What follows belongs to an exercise in optimizing a design on an open flow for small area; a production flow would make more cautious choices.
Where RTL was checked, it was by simulation tests only, not by an equivalence proof against the original.
The clock input has no modelled driver; a real chip could not lean on it and would need a root buffer or a full tree.
Power is estimated from default activity; no workload was simulated.

Setup of lane 1:
==> flow/design.v <==
`timescale 1ns / 1ps
module calc (
    input         clk,
    input         rst,       
    input  [15:0] buttons,   
    output [23:0] bcd,       
    output        neg        
);
  reg [15:0] pn;      
  reg [3:0]  k;       
  reg [23:0] X;       
  reg [23:0] R;       
  reg [23:0] W;       
  reg [5:0]  cnt;     
  reg        n;       
  reg        showR;   
  assign bcd = X;
  assign neg = showR & n;
  wire [15:0] e = buttons & pn;   
  reg [3:0] kc;
  always @* begin
    if      (e[3])  kc = 4'd0;
    else if (e[7])  kc = 4'd1;
    else if (e[6])  kc = 4'd2;
    else if (e[5])  kc = 4'd3;
    else if (e[11]) kc = 4'd4;
    else if (e[10]) kc = 4'd5;
    else if (e[9])  kc = 4'd6;
    else if (e[15]) kc = 4'd7;
    else if (e[14]) kc = 4'd8;
    else if (e[13]) kc = 4'd9;
    else if (e[2])  kc = 4'd10;
    else if (e[1])  kc = 4'd11;
    else if (e[0])  kc = 4'd12;
    else if (e[4])  kc = 4'd13;
    else if (e[8])  kc = 4'd14;
    else            kc = 4'd15;
  end
  wire isdig = ~(k[3] & (k[2] | k[1]));
  wire isbs  = (k == 4'd10);
  wire isdiv = (k == 4'd15);
  function lt(input [5:0] a, input [5:0] b);
    integer j;
    reg r;
    begin
      r = 1'b0;
      for (j = 0; j < 6; j = j + 1)
        r = (~a[j] & b[j]) | (~(a[j] ^ b[j]) & r);
      lt = r;
    end
  endfunction
  localparam A0 = 2'd0, AK = 2'd1, AR = 2'd2, AW = 2'd3;
  reg [1:0] as;
  reg xe, za, g, inv, b10, dd;
  reg rshl, rinw, wshl, wlx, wrot;
  wire arith = ~isdig & ~isbs;         
  wire sub   = (k == 4'd13);
  wire loop  = ~cnt[5] & (cnt[4] | cnt[3]);
  wire ddph  = cnt[5] & (cnt[4] | cnt[3]);
  wire skip  = (cnt == 6'd1) & isdig & ~(showR | X[23:20] == 4'd0);
  always @* begin
    as = A0; xe = 1'b1; za = 1'b0; g = 1'b0; inv = 1'b0; b10 = 1'b0; dd = 1'b0;
    rshl = 1'b0; rinw = 1'b0; wshl = 1'b0; wlx = 1'b0; wrot = 1'b0;
    if (rst) begin
      za = 1'b1; rshl = 1'b1; wlx = 1'b1;
    end else if (cnt == 6'd0 || skip) begin
      xe = 1'b0;   
    end else if (loop) begin
      rshl = 1'b1;
      if (isdig) begin
        as = cnt[4] & cnt[3] & cnt[2] ? AK : A0;
        g = cnt[4] & cnt[3] & cnt[2] & ~cnt[0];
      end else if (isbs) begin
        as = AW; g = 1'b1; b10 = 1'b1; inv = ~X[23]; wshl = 1'b1;
      end else if (isdiv) begin
        as = AR; g = 1'b1; inv = ~X[23];
      end else if (k[1]) begin
        g = R[23] & k[2];   
      end else begin
        as = AR; g = (cnt[4:0] == 5'd31); inv = (sub ^ n) & g;
      end
    end else if (ddph) begin
      dd = 1'b1; as = isdiv ? AR : AW; wshl = 1'b1; wrot = ~arith;
      rshl = 1'b1; rinw = arith & ~isdiv;
    end else if (cnt[5] & (cnt[2:0] == 3'd1)) begin
      g = 1'b1; inv = W[23];
    end else begin
      za = 1'b1;
      if (cnt[5])
        wlx = (cnt[2:0] == 3'd2) | ((cnt[2:0] == 3'd0) & ~(isbs | isdiv));
    end
  end
  reg a0;
  always @* begin
    case (as)
      AK: a0 = cnt[1] ? (cnt[0] ? k[0] : k[1]) : (cnt[0] ? k[2] : k[3]);   
      AR: a0 = R[23];
      AW: a0 = W[23];
      default: a0 = 1'b0;
    endcase
  end
  wire [23:0] ddb;
  genvar i;
  generate
    for (i = 0; i < 6; i = i + 1) begin : ddm
      wire m = dd & (X[4*i+3] | (X[4*i+2] & (X[4*i+1] | X[4*i])));
      assign ddb[4*i+:4] = {1'b0, m, m, 1'b0};
    end
  endgenerate
  wire [23:0] bop = (((b10 ? 24'd10 : W) & {24{g}}) | ddb) ^ {24{inv}};
  wire [23:0] aop = {X[22:0] & {23{~za}}, a0};
  wire [24:0] c;
  wire [23:0] sum;
  assign c[0] = inv;
  generate
    for (i = 0; i < 24; i = i + 1) begin : fa
      assign sum[i] = aop[i] ^ bop[i] ^ c[i];
      assign c[i+1] = (aop[i] & bop[i]) | (c[i] & (aop[i] ^ bop[i]));
    end
  endgenerate
  wire q = ~sum[23];
  wire [5:0] cinc;
  wire [6:0] cc;
  assign cc[0] = 1'b1;
  generate
    for (i = 0; i < 6; i = i + 1) begin : inc
      assign cinc[i] = cnt[i] ^ cc[i];
      assign cc[i+1] = cnt[i] & cc[i];
    end
  endgenerate
  wire rin = rst ? 1'b0 : ddph ? (rinw ? W[23] : R[23]) : (isdiv ? q : R[23]);
  always @(posedge clk) begin
    pn <= ~buttons | {16{rst}};   
    if (rst) begin
      cnt <= 6'd0;
      showR <= 1'b0;
      n <= 1'b0;
    end else begin
      if (cnt == 6'd32) showR <= n ^ (X[23] & ~isdiv);
      if (ddph & arith) n <= (n & (cnt != 6'd40)) | (rin & (showR | (cnt == 6'd40)));
      if (cnt == 6'd0) begin
        if (e != 16'd0) begin
          k <= kc;
          cnt <= 6'd1;
        end
      end else
        cnt <= skip ? 6'd0 : cinc;
      if (cnt == 6'd32 && isdiv && R[23] && R[22]) k[0] <= 1'b0;   
      if (cnt == 6'd63) showR <= arith;
    end
    if (xe) X <= sum;
    if (rshl) R <= {R[22:0], rin};
    if (wlx) W <= X;
    else if (wshl) W <= {W[22:0], dd ? (wrot & W[23]) : q};
  end
endmodule
clock: 150.0 ns
lec_check: 0
cap_margin: 20
core_margin: 2
core_utilization: 70
slew_margin: 20
standard.sh (not shown) runs the stock make flow with config.mk's settings and CLKGATE_MAP_FILE= SYNTH_SCRIPT=/design/flow/synth_recipe.tcl, a recipe that flattens the netlist after the stock synthesis.
==> flow/flow/run.sh <==
#!/bin/bash
set -euo pipefail
work="$(pwd)"
export CALC_WORK="$work"
export CALC_ABC_SCRIPT="$work/flow/area.abc"
export BUFFER_PORTS_ARGS="-buffer_cell sky130_fd_sc_hd__buf_1"
export PRE_CTS_TCL="$work/flow/mancts.tcl"
sed "s|SYNTH_SCRIPT=[^ ]*|SYNTH_SCRIPT=$work/flow/synth.tcl|" standard.sh > calc_standard.sh
grep -q "SYNTH_SCRIPT=$work/flow/synth.tcl" calc_standard.sh
bash calc_standard.sh > standard.log 2>&1
Other scripts of this flow, unchanged in this note and not shown: flow/flow/area.abc, flow/flow/mancts.tcl, flow/flow/synth.tcl
Relative to lane 1, the following input files were edited for lane 2:
--- a/flow/design.v
+++ b/flow/design.v
@@ -13,8 +13,9 @@
   reg [23:0] W;       
   reg [5:0]  cnt;     
+  reg        s;       
+  reg        showR;   
   reg        n;       
-  reg        showR;   
   assign bcd = X;
-  assign neg = showR & n;
+  assign neg = n;
   wire [15:0] e = buttons & pn;   
   reg [3:0] kc;
@@ -54,4 +55,5 @@
   reg xe, za, g, inv, b10, dd;
   reg rshl, rinw, wshl, wlx, wrot;
+  reg flips, sets;
   wire arith = ~isdig & ~isbs;         
   wire sub   = (k == 4'd13);
@@ -62,4 +64,5 @@
     as = A0; xe = 1'b1; za = 1'b0; g = 1'b0; inv = 1'b0; b10 = 1'b0; dd = 1'b0;
     rshl = 1'b0; rinw = 1'b0; wshl = 1'b0; wlx = 1'b0; wrot = 1'b0;
+    flips = 1'b0; sets = 1'b0;
     if (rst) begin
       za = 1'b1; rshl = 1'b1; wlx = 1'b1;
@@ -78,5 +81,5 @@
         g = R[23] & k[2];   
       end else begin
-        as = AR; g = (cnt[4:0] == 5'd31); inv = (sub ^ n) & g;
+        as = AR; g = (cnt[4:0] == 5'd31); inv = (sub ^ s) & g;
       end
     end else if (ddph) begin
@@ -87,6 +90,9 @@
     end else begin
       za = 1'b1;
-      if (cnt[5])
+      if (cnt[5]) begin
         wlx = (cnt[2:0] == 3'd2) | ((cnt[2:0] == 3'd0) & ~(isbs | isdiv));
+        flips = (cnt[2:0] == 3'd0) & X[23] & ~(isbs | isdiv);
+      end else
+        sets = isdiv & R[23];
     end
   end
@@ -134,9 +140,9 @@
     if (rst) begin
       cnt <= 6'd0;
+      s <= 1'b0;
       showR <= 1'b0;
       n <= 1'b0;
     end else begin
-      if (cnt == 6'd32) showR <= n ^ (X[23] & ~isdiv);
-      if (ddph & arith) n <= (n & (cnt != 6'd40)) | (rin & (showR | (cnt == 6'd40)));
+      if (ddph) n <= (n & (cnt != 6'd40)) | (arith & rin & (s | (cnt == 6'd40)));
       if (cnt == 6'd0) begin
         if (e != 16'd0) begin
@@ -148,4 +154,6 @@
       if (cnt == 6'd32 && isdiv && R[23] && R[22]) k[0] <= 1'b0;   
       if (cnt == 6'd63) showR <= arith;
+      if (flips) s <= ~s;
+      if (sets) s <= 1'b1;
     end
     if (xe) X <= sum;
--- outcome ---
- Maximum number of pins on one net before global-route repair: lane 2 and lane 1 compared, higher one is lane 2
- Power: lane 2 better than lane 1
- Going from lane 1 to lane 2, the first-pass GRT wire length was found to have gone up by 3.7%.
- Delta(fraction of area in multi-input gates, lane 2 - lane 1) < 0
- Against lane 1 as the reference, lane 2 delivers a lower initial cell density of the core.
- Worst relative slew slack (lower): lane 2
- The portion of total power attributed to sequential cells of lane 2 exceeds that of lane 1 by 4.5 points.
- The die area reported for lane 2 is smaller than that of lane 1 by 33 sq um.
- Sort lane 2 and lane 1 by total net switching power, descending, and lane 1 comes first.
- Number of standard cells in the layout, taps in and fillers out is higher on lane 2
No functional check of the RTL was part of lane 1. No run of this note takes its clock network from TritonCTS; it comes from the design's own scripts or RTL.

========
calc with an RTL version that a note above also has.
Size: about 500 cells after synthesis, ~0.0052 mm2 of cells after synthesis.
==> module calc, before the edit <==
module calc (
    input         clk,
    input         rst,       
    input  [15:0] buttons,   
    output [23:0] bcd,       
    output        neg        
);
  reg [15:0] pn;      
  reg [3:0]  k;       
  reg [23:0] X;       
  reg [23:0] R;       
  reg [23:0] W;       
  reg [5:0]  cnt;     
  reg        s;       
  reg        showR;   
  reg        n;       
  assign bcd = X;
  assign neg = n;
  wire [15:0] e = buttons & pn;   
  reg [3:0] kc;
  always @* begin
    if      (e[3])  kc = 4'd0;
    else if (e[7])  kc = 4'd1;
    else if (e[6])  kc = 4'd2;
    else if (e[5])  kc = 4'd3;
    else if (e[11]) kc = 4'd4;
    else if (e[10]) kc = 4'd5;
    else if (e[9])  kc = 4'd6;
    else if (e[15]) kc = 4'd7;
    else if (e[14]) kc = 4'd8;
    else if (e[13]) kc = 4'd9;
    else if (e[2])  kc = 4'd10;
    else if (e[1])  kc = 4'd11;
    else if (e[0])  kc = 4'd12;
    else if (e[4])  kc = 4'd13;
    else if (e[8])  kc = 4'd14;
    else            kc = 4'd15;
  end
  wire isdig = ~(k[3] & (k[2] | k[1]));
  wire isbs  = (k == 4'd10);
  wire isdiv = (k == 4'd15);
  function lt(input [5:0] a, input [5:0] b);
    integer j;
    reg r;
    begin
      r = 1'b0;
      for (j = 0; j < 6; j = j + 1)
        r = (~a[j] & b[j]) | (~(a[j] ^ b[j]) & r);
      lt = r;
    end
  endfunction
  localparam A0 = 2'd0, AK = 2'd1, AR = 2'd2, AW = 2'd3;
  reg [1:0] as;
  reg xe, za, g, inv, b10, dd;
  reg rshl, rinw, wshl, wlx, wrot;
  reg flips, sets;
  wire arith = ~isdig & ~isbs;         
  wire sub   = (k == 4'd13);
  wire loop  = ~cnt[5] & (cnt[4] | cnt[3]);
  wire ddph  = cnt[5] & (cnt[4] | cnt[3]);
  wire skip  = (cnt == 6'd1) & isdig & ~(showR | X[23:20] == 4'd0);
  always @* begin
    as = A0; xe = 1'b1; za = 1'b0; g = 1'b0; inv = 1'b0; b10 = 1'b0; dd = 1'b0;
    rshl = 1'b0; rinw = 1'b0; wshl = 1'b0; wlx = 1'b0; wrot = 1'b0;
    flips = 1'b0; sets = 1'b0;
    if (rst) begin
      za = 1'b1; rshl = 1'b1; wlx = 1'b1;
    end else if (cnt == 6'd0 || skip) begin
      xe = 1'b0;   
    end else if (loop) begin
      rshl = 1'b1;
      if (isdig) begin
        as = cnt[4] & cnt[3] & cnt[2] ? AK : A0;
        g = cnt[4] & cnt[3] & cnt[2] & ~cnt[0];
      end else if (isbs) begin
        as = AW; g = 1'b1; b10 = 1'b1; inv = ~X[23]; wshl = 1'b1;
      end else if (isdiv) begin
        as = AR; g = 1'b1; inv = ~X[23];
      end else if (k[1]) begin
        g = R[23] & k[2];   
      end else begin
        as = AR; g = (cnt[4:0] == 5'd31); inv = (sub ^ s) & g;
      end
    end else if (ddph) begin
      dd = 1'b1; as = isdiv ? AR : AW; wshl = 1'b1; wrot = ~arith;
      rshl = 1'b1; rinw = arith & ~isdiv;
    end else if (cnt[5] & (cnt[2:0] == 3'd1)) begin
      g = 1'b1; inv = W[23];
    end else begin
      za = 1'b1;
      if (cnt[5]) begin
        wlx = (cnt[2:0] == 3'd2) | ((cnt[2:0] == 3'd0) & ~(isbs | isdiv));
        flips = (cnt[2:0] == 3'd0) & X[23] & ~(isbs | isdiv);
      end else
        sets = isdiv & R[23];
    end
  end
  reg a0;
  always @* begin
    case (as)
      AK: a0 = cnt[1] ? (cnt[0] ? k[0] : k[1]) : (cnt[0] ? k[2] : k[3]);   
      AR: a0 = R[23];
      AW: a0 = W[23];
      default: a0 = 1'b0;
    endcase
  end
  wire [23:0] ddb;
  genvar i;
  generate
    for (i = 0; i < 6; i = i + 1) begin : ddm
      wire m = dd & (X[4*i+3] | (X[4*i+2] & (X[4*i+1] | X[4*i])));
      assign ddb[4*i+:4] = {1'b0, m, m, 1'b0};
    end
  endgenerate
  wire [23:0] bop = (((b10 ? 24'd10 : W) & {24{g}}) | ddb) ^ {24{inv}};
  wire [23:0] aop = {X[22:0] & {23{~za}}, a0};
  wire [24:0] c;
  wire [23:0] sum;
  assign c[0] = inv;
  generate
    for (i = 0; i < 24; i = i + 1) begin : fa
      assign sum[i] = aop[i] ^ bop[i] ^ c[i];
      assign c[i+1] = (aop[i] & bop[i]) | (c[i] & (aop[i] ^ bop[i]));
    end
  endgenerate
  wire q = ~sum[23];
  wire [5:0] cinc;
  wire [6:0] cc;
  assign cc[0] = 1'b1;
  generate
    for (i = 0; i < 6; i = i + 1) begin : inc
      assign cinc[i] = cnt[i] ^ cc[i];
      assign cc[i+1] = cnt[i] & cc[i];
    end
  endgenerate
  wire rin = rst ? 1'b0 : ddph ? (rinw ? W[23] : R[23]) : (isdiv ? q : R[23]);
  always @(posedge clk) begin
    pn <= ~buttons | {16{rst}};   
    if (rst) begin
      cnt <= 6'd0;
      s <= 1'b0;
      showR <= 1'b0;
      n <= 1'b0;
    end else begin
      if (ddph) n <= (n & (cnt != 6'd40)) | (arith & rin & (s | (cnt == 6'd40)));
      if (cnt == 6'd0) begin
        if (e != 16'd0) begin
          k <= kc;
          cnt <= 6'd1;
        end
      end else
        cnt <= skip ? 6'd0 : cinc;
      if (cnt == 6'd32 && isdiv && R[23] && R[22]) k[0] <= 1'b0;   
      if (cnt == 6'd63) showR <= arith;
      if (flips) s <= ~s;
      if (sets) s <= 1'b1;
    end
    if (xe) X <= sum;
    if (rshl) R <= {R[22:0], rin};
    if (wlx) W <= X;
    else if (wshl) W <= {W[22:0], dd ? (wrot & W[23]) : q};
  end
endmodule
==> flow/config.mk <==
export PLATFORM = sky130hd
export DESIGN_NAME = calc
export DESIGN_NICKNAME = calc
export VERILOG_FILES = /design/flow/design.v
export SDC_FILE = /design/flow/constraint.sdc
export NUM_CORES = 4
export LEC_CHECK = 0
export CAP_MARGIN = 20
export CORE_MARGIN = 2
export CORE_UTILIZATION = 70
export SLEW_MARGIN = 20
==> flow/constraint.sdc <==
create_clock -name core_clock -period 150.0 [get_ports {clk}]
set_input_delay 30.0000 -clock core_clock [delete_from_list [all_inputs] [get_ports {clk}]]
set_output_delay 30.0000 -clock core_clock [all_outputs]
set_load 0.01 [all_outputs]
==> flow/flow/run.sh <==
#!/bin/bash
# The standard layout (the standard.sh: unchanged synthesis, floorplan,
# power grid, placement and routing), with these changes:
# - the port buffers that placement inserts are buf_1 cells;
# - before the CTS step, flow/mancts.tcl sets combinational cells to drive
#   strength 1 and makes the clock tree by hand: one clkbuf_16 per group
#   of flip-flops, all driven by the clock port (TritonCTS is skipped).
# The make output goes to standard.log; each step's own log stays under
# orfs/logs/.
set -euo pipefail
export BUFFER_PORTS_ARGS="-buffer_cell sky130_fd_sc_hd__buf_1"
export PRE_CTS_TCL="$(pwd)/flow/mancts.tcl"
bash standard.sh > standard.log 2>&1
Other scripts of this flow, unchanged in this note and not shown: flow/flow/mancts.tcl
The baseline passed the timing, DRC and antenna checks.
Next try:
--- a/flow/design.v
+++ b/flow/design.v
@@ -4,22 +4,21 @@
     input         rst,       
     input  [15:0] buttons,   
     output [23:0] bcd,       
     output        neg        
 );
-  reg [15:0] pn;      
+  reg [15:0] p;       
   reg [3:0]  k;       
   reg [23:0] X;       
   reg [23:0] R;       
   reg [23:0] W;       
   reg [5:0]  cnt;     
   reg        s;       
   reg        showR;   
-  reg        n;       
   assign bcd = X;
-  assign neg = n;
-  wire [15:0] e = buttons & pn;   
+  assign neg = showR & (R[23] | (s & (R != 24'd0)));
+  wire [15:0] e = buttons & ~p;
   reg [3:0] kc;
   always @* begin
     if      (e[3])  kc = 4'd0;
     else if (e[7])  kc = 4'd1;
     else if (e[6])  kc = 4'd2;
@@ -134,18 +133,16 @@
       assign cc[i+1] = cnt[i] & cc[i];
     end
   endgenerate
   wire rin = rst ? 1'b0 : ddph ? (rinw ? W[23] : R[23]) : (isdiv ? q : R[23]);
   always @(posedge clk) begin
-    pn <= ~buttons | {16{rst}};   
+    p <= rst ? 16'd0 : buttons;
     if (rst) begin
       cnt <= 6'd0;
       s <= 1'b0;
       showR <= 1'b0;
-      n <= 1'b0;
     end else begin
-      if (ddph) n <= (n & (cnt != 6'd40)) | (arith & rin & (s | (cnt == 6'd40)));
       if (cnt == 6'd0) begin
         if (e != 16'd0) begin
           k <= kc;
           cnt <= 6'd1;
         end
Effect: Via count went up by 2.2%. Routed wire length went up by 4.6%. Clock skew went down by 0.0047 ns. Cell area went up by 2.4%. Global-route usage went up by 0.59 points. Maximum frequency went up by 0.90%. Worst setup slack improves by 0.38 ns. Worst hold slack improves by 0.043 ns. Synthesized area went up by 2.5%.
In every run of this note, the design's own scripts or RTL, not TritonCTS, make the clock network.

## afterwards: timing with drivers on the ports
No port has a modelled driver above. Below, the same layouts with a new extraction and two added sets of constraints.
Step 1 (the two cells are an assumption about what drives the block):
set clk [get_ports {clk}]
set_driving_cell -lib_cell sky130_fd_sc_hd__clkbuf_16 $clk
set_driving_cell -lib_cell sky130_fd_sc_hd__buf_2 [delete_from_list [all_inputs] $clk]
Step 2, shift: input delay + t, output delay - t, t = (earliest + latest rising clock arrival at the registers) / 2. This alone moves slack from input paths to output paths.
Three values: no drivers, after step 1, after step 2; two values: the first two.
| run | t (ns) | setup slack, ns | worst setup path at the end | clock arrival spread, ns | pins driven straight from the clock port |
|---|---|---|---|---|---|
| lane 1 | 0.230 | 106.655 / 106.713 / 106.483 | input to register | 0.009 / 0.009 | 4 |
| lane 2 | 0.235 | 106.613 / 106.669 / 106.433 | input to register | 0.010 / 0.009 | 4 |
| the first run of note 2 | 0.235 | 107.631 / 107.693 / 107.457 | input to register | 0.013 / 0.013 | 4 |
| the second run of note 2 | 0.235 | 108.009 / 108.068 / 107.833 | input to register | 0.007 / 0.007 | 4 |
After both steps setup and hold are still met in every run listed. For lane 2, which loses most, drivers alone change the setup slack by +0.056 ns; drivers and shift together by -0.180 ns.
